This is an optimization exercise on Yosys and OpenROAD, whose aim is small area, a short achievable clock period and few clock cycles, not a production implementation.
Only simulation tests tie the RTL to the original design; equivalence was not proved.
Power figures rest on the tool's default switching activity, not on a simulated workload.

// mu0
module mu0 (
    input clk,
    input rst,
    input overrideMemControl,
    input overrideMemRnW,
    input [15:0] overrideMemAddr,
    input [15:0] overrideMemDataIn,
    output [15:0] overrideMemDataOut,
    output reg done,
    input start,
    output reg [15:0] pc,
    output reg [15:0] acc
);
==> module rdportc, before the edit <==
module rdportc (
    input  [511:0] words,
    input  [31:0]  sel,
    output [15:0]  data
);
    genvar b, i;
    generate
        for (b = 0; b < 16; b = b + 1) begin : bt
            wire [31:0] d;
            for (i = 0; i < 32; i = i + 1) begin : w
                assign d[i] = words[16*i+b];
            end
            rdbitc r (.d(d), .s(sel), .y(data[b]));
        end
    endgenerate
endmodule
==> module rdbitc, before the edit <==
module rdbitc (
    input  [31:0] d,
    input  [31:0] s,
    output        y
);
    wire [32:0] dx = {1'b0, d};
    wire [32:0] sx = {1'b0, s};
    wire [10:0] g;
    genvar k;
    generate
        for (k = 0; k < 11; k = k + 1) begin : grp
            ao222n a (
                .a(dx[3*k]), .b(sx[3*k]),
                .c(dx[3*k+1]), .d(sx[3*k+1]),
                .e(dx[3*k+2]), .f(sx[3*k+2]),
                .y(g[k])
            );
        end
    endgenerate
    assign y = ~&g;
endmodule
==> module ao222n, before the edit <==
module ao222n (
    input  a, b, c, d, e, f,
    output y
);
    assign y = ~((a & b) | (c & d) | (e & f));
endmodule
==> module mu0, before the edit <==
module mu0 (
    input clk,
    input rst,
    input overrideMemControl,
    input overrideMemRnW,
    input [15:0] overrideMemAddr,
    input [15:0] overrideMemDataIn,
    output [15:0] overrideMemDataOut,
    output reg done,
    input start,
    output reg [15:0] pc,
    output reg [15:0] acc
);
    reg [15:0] ir;
    reg accNz;   
    reg running;
    reg oldStart;
    wire restart = oldStart != start;
    wire [3:0] op = ir[15:12];
    wire taken = (op == 4'd4) ||
                 (op == 4'd5 && !acc[15]) ||
                 (op == 4'd6 && accNz);
    wire [4:0] seqAddr = pc[4:0] + {4'b0, op[3]};
    wire [4:0] fetchAddr = restart ? 5'd0 : (taken ? ir[4:0] : seqAddr);
    wire [15:0] nextPc = taken ? {4'b0, ir[11:0]} + 16'd1 : pc + (op[3] ? 16'd2 : 16'd1);
    wire we = running ? (op == 4'd1) : (overrideMemControl && !overrideMemRnW);
    wire [4:0] waddr = running ? ir[4:0] : overrideMemAddr[4:0];
    wire [15:0] wdata = running ? acc : overrideMemDataIn;
    reg [15:0] mem [0:31];
    always @(posedge clk) begin
        if (we) mem[waddr] <= wdata;
    end
    wire [511:0] words;
    genvar i;
    generate
        for (i = 0; i < 32; i = i + 1) begin : wd
            assign words[16*i +: 16] = mem[i];
        end
    endgenerate
    wire [15:0] fetchData;
    wire [15:0] operand;
    wire [31:0] selBlo, selBhi;
    seldual declo (.addr_a(overrideMemAddr[4:0]), .addr_b(ir[4:0]), .en_a(!running), .sel(selBlo));
    seldual dechi (.addr_a(overrideMemAddr[4:0]), .addr_b(ir[4:0]), .en_a(!running), .sel(selBhi));
    rdportc portA (.words(words), .sel(32'd1 << fetchAddr), .data(fetchData));
    rdport portB (.words(words), .sello(selBlo), .selhi(selBhi), .data(operand));
    assign overrideMemDataOut = operand;
    wire [15:0] aluResult;
    alu comp (
        .a(acc),
        .b(operand),
        .op(op[1:0]),
        .result(aluResult)
    );
    wire [15:0] nextIr = (we && waddr == fetchAddr) ? wdata : fetchData;
    wire nextStp = nextIr[15:12] == 4'd7;
    always @(posedge clk) begin
        if (rst) begin
            oldStart <= start;
            running <= 1'b0;
            done <= 1'b0;
        end else if (restart) begin
            oldStart <= start;
            running <= 1'b1;
            done <= 1'b0;
        end else if (running && (op == 4'd7 || nextStp)) begin
            running <= 1'b0;
            done <= 1'b1;
        end
    end
    always @(posedge clk) begin
        if (restart) begin
            pc <= 16'd1;
            acc <= 16'd0;
            accNz <= 1'b0;
        end else if (running) begin
            if (op != 4'd7) pc <= nextPc;
            if (op == 4'd0 || op == 4'd2 || op == 4'd3) begin
                acc <= aluResult;
                accNz <= aluResult != 16'd0;
            end
        end
    end
    always @(posedge clk) ir <= nextIr;
endmodule
export LEC_CHECK = 0
export CAP_MARGIN = 20
export CORE_MARGIN = 2
export CORE_UTILIZATION = 30
export SETUP_SLACK_MARGIN = 2.5
export SLEW_MARGIN = 20
export SYNTH_HIERARCHICAL = 1
export SYNTH_MINIMUM_KEEP_SIZE = 0
create_clock -name core_clock -period 7.5 [get_ports {clk}]
run.sh (not shown) runs the stock make flow with config.mk's settings and CLKGATE_MAP_FILE= SYNTH_SCRIPT=/design/flow/synth_recipe.tcl, a recipe that flattens the netlist after the stock synthesis.
The baseline completed without violations.
Testbench counts at the start, summed over its fixed seeds: cycles 16,649.
Next try:
--- a/flow/design.v
+++ b/flow/design.v
@@ -169,47 +169,4 @@
 );
     assign y = ~((a | b) & (c | d));
-endmodule
-module rdportc (
-    input  [511:0] words,
-    input  [31:0]  sel,
-    output [15:0]  data
-);
-    genvar b, i;
-    generate
-        for (b = 0; b < 16; b = b + 1) begin : bt
-            wire [31:0] d;
-            for (i = 0; i < 32; i = i + 1) begin : w
-                assign d[i] = words[16*i+b];
-            end
-            rdbitc r (.d(d), .s(sel), .y(data[b]));
-        end
-    endgenerate
-endmodule
-module rdbitc (
-    input  [31:0] d,
-    input  [31:0] s,
-    output        y
-);
-    wire [32:0] dx = {1'b0, d};
-    wire [32:0] sx = {1'b0, s};
-    wire [10:0] g;
-    genvar k;
-    generate
-        for (k = 0; k < 11; k = k + 1) begin : grp
-            ao222n a (
-                .a(dx[3*k]), .b(sx[3*k]),
-                .c(dx[3*k+1]), .d(sx[3*k+1]),
-                .e(dx[3*k+2]), .f(sx[3*k+2]),
-                .y(g[k])
-            );
-        end
-    endgenerate
-    assign y = ~&g;
-endmodule
-module ao222n (
-    input  a, b, c, d, e, f,
-    output y
-);
-    assign y = ~((a & b) | (c & d) | (e & f));
 endmodule
 module mu0 (
@@ -257,5 +214,5 @@
     seldual declo (.addr_a(overrideMemAddr[4:0]), .addr_b(ir[4:0]), .en_a(!running), .sel(selBlo));
     seldual dechi (.addr_a(overrideMemAddr[4:0]), .addr_b(ir[4:0]), .en_a(!running), .sel(selBhi));
-    rdportc portA (.words(words), .sel(32'd1 << fetchAddr), .data(fetchData));
+    rdport portA (.words(words), .sello(32'd1 << fetchAddr), .selhi(32'd1 << fetchAddr), .data(fetchData));
     rdport portB (.words(words), .sello(selBlo), .selhi(selBhi), .data(operand));
     assign overrideMemDataOut = operand;
Count of clock-buffer cells in the layout grows by 3; power barely changes; global-route usage shrinks by 0.80 points; sequential cell count stays the same; design area shrinks slightly; non-clock buffer count went down by 1; critical path depth is lower by 1; worst setup slack gains 0.23 ns; utilization went down by 1.4 points; sequential power went up by a few percent; routed wire length went down slightly; via count hardly moves; fmax rose by a few percent; first-iteration DRC count came out lower by a quarter to a third.
Testbench counts after the change, summed over its fixed seeds: cycles 16,649.

[re-timing with driven ports]
The results above use ideal ports. As a check the final layouts listed here were re-extracted and re-timed, cells and wires unchanged. Step 1 (the two cells are an assumption about what drives the block):
set clk [get_ports {clk}]
set_driving_cell -lib_cell sky130_fd_sc_hd__clkbuf_16 $clk
set_driving_cell -lib_cell sky130_fd_sc_hd__buf_2 [delete_from_list [all_inputs] $clk]
Step 2 adds t to the input delays and takes it off the output delays; t is the mean of the earliest and latest rising clock arrival at the registers after step 1. Input paths then give back, and output paths get back, about the clock's delay inside the block. Three values: ideal ports, drivers, drivers and shift; two values: the first two.
run	t, ns	setup slack, ns	worst setup path at the end	worst data-port slew with drivers (ns)
the first run	0.702	2.288 / 2.225 / 1.815	input to register	0.09
the second run	0.700	2.522 / 2.347 / 1.763	input to register	0.19
After both steps every run listed still meets setup and hold. The setup slack of the second run, which loses most, moves by -0.175 ns with the drivers and by -0.759 ns with both steps.
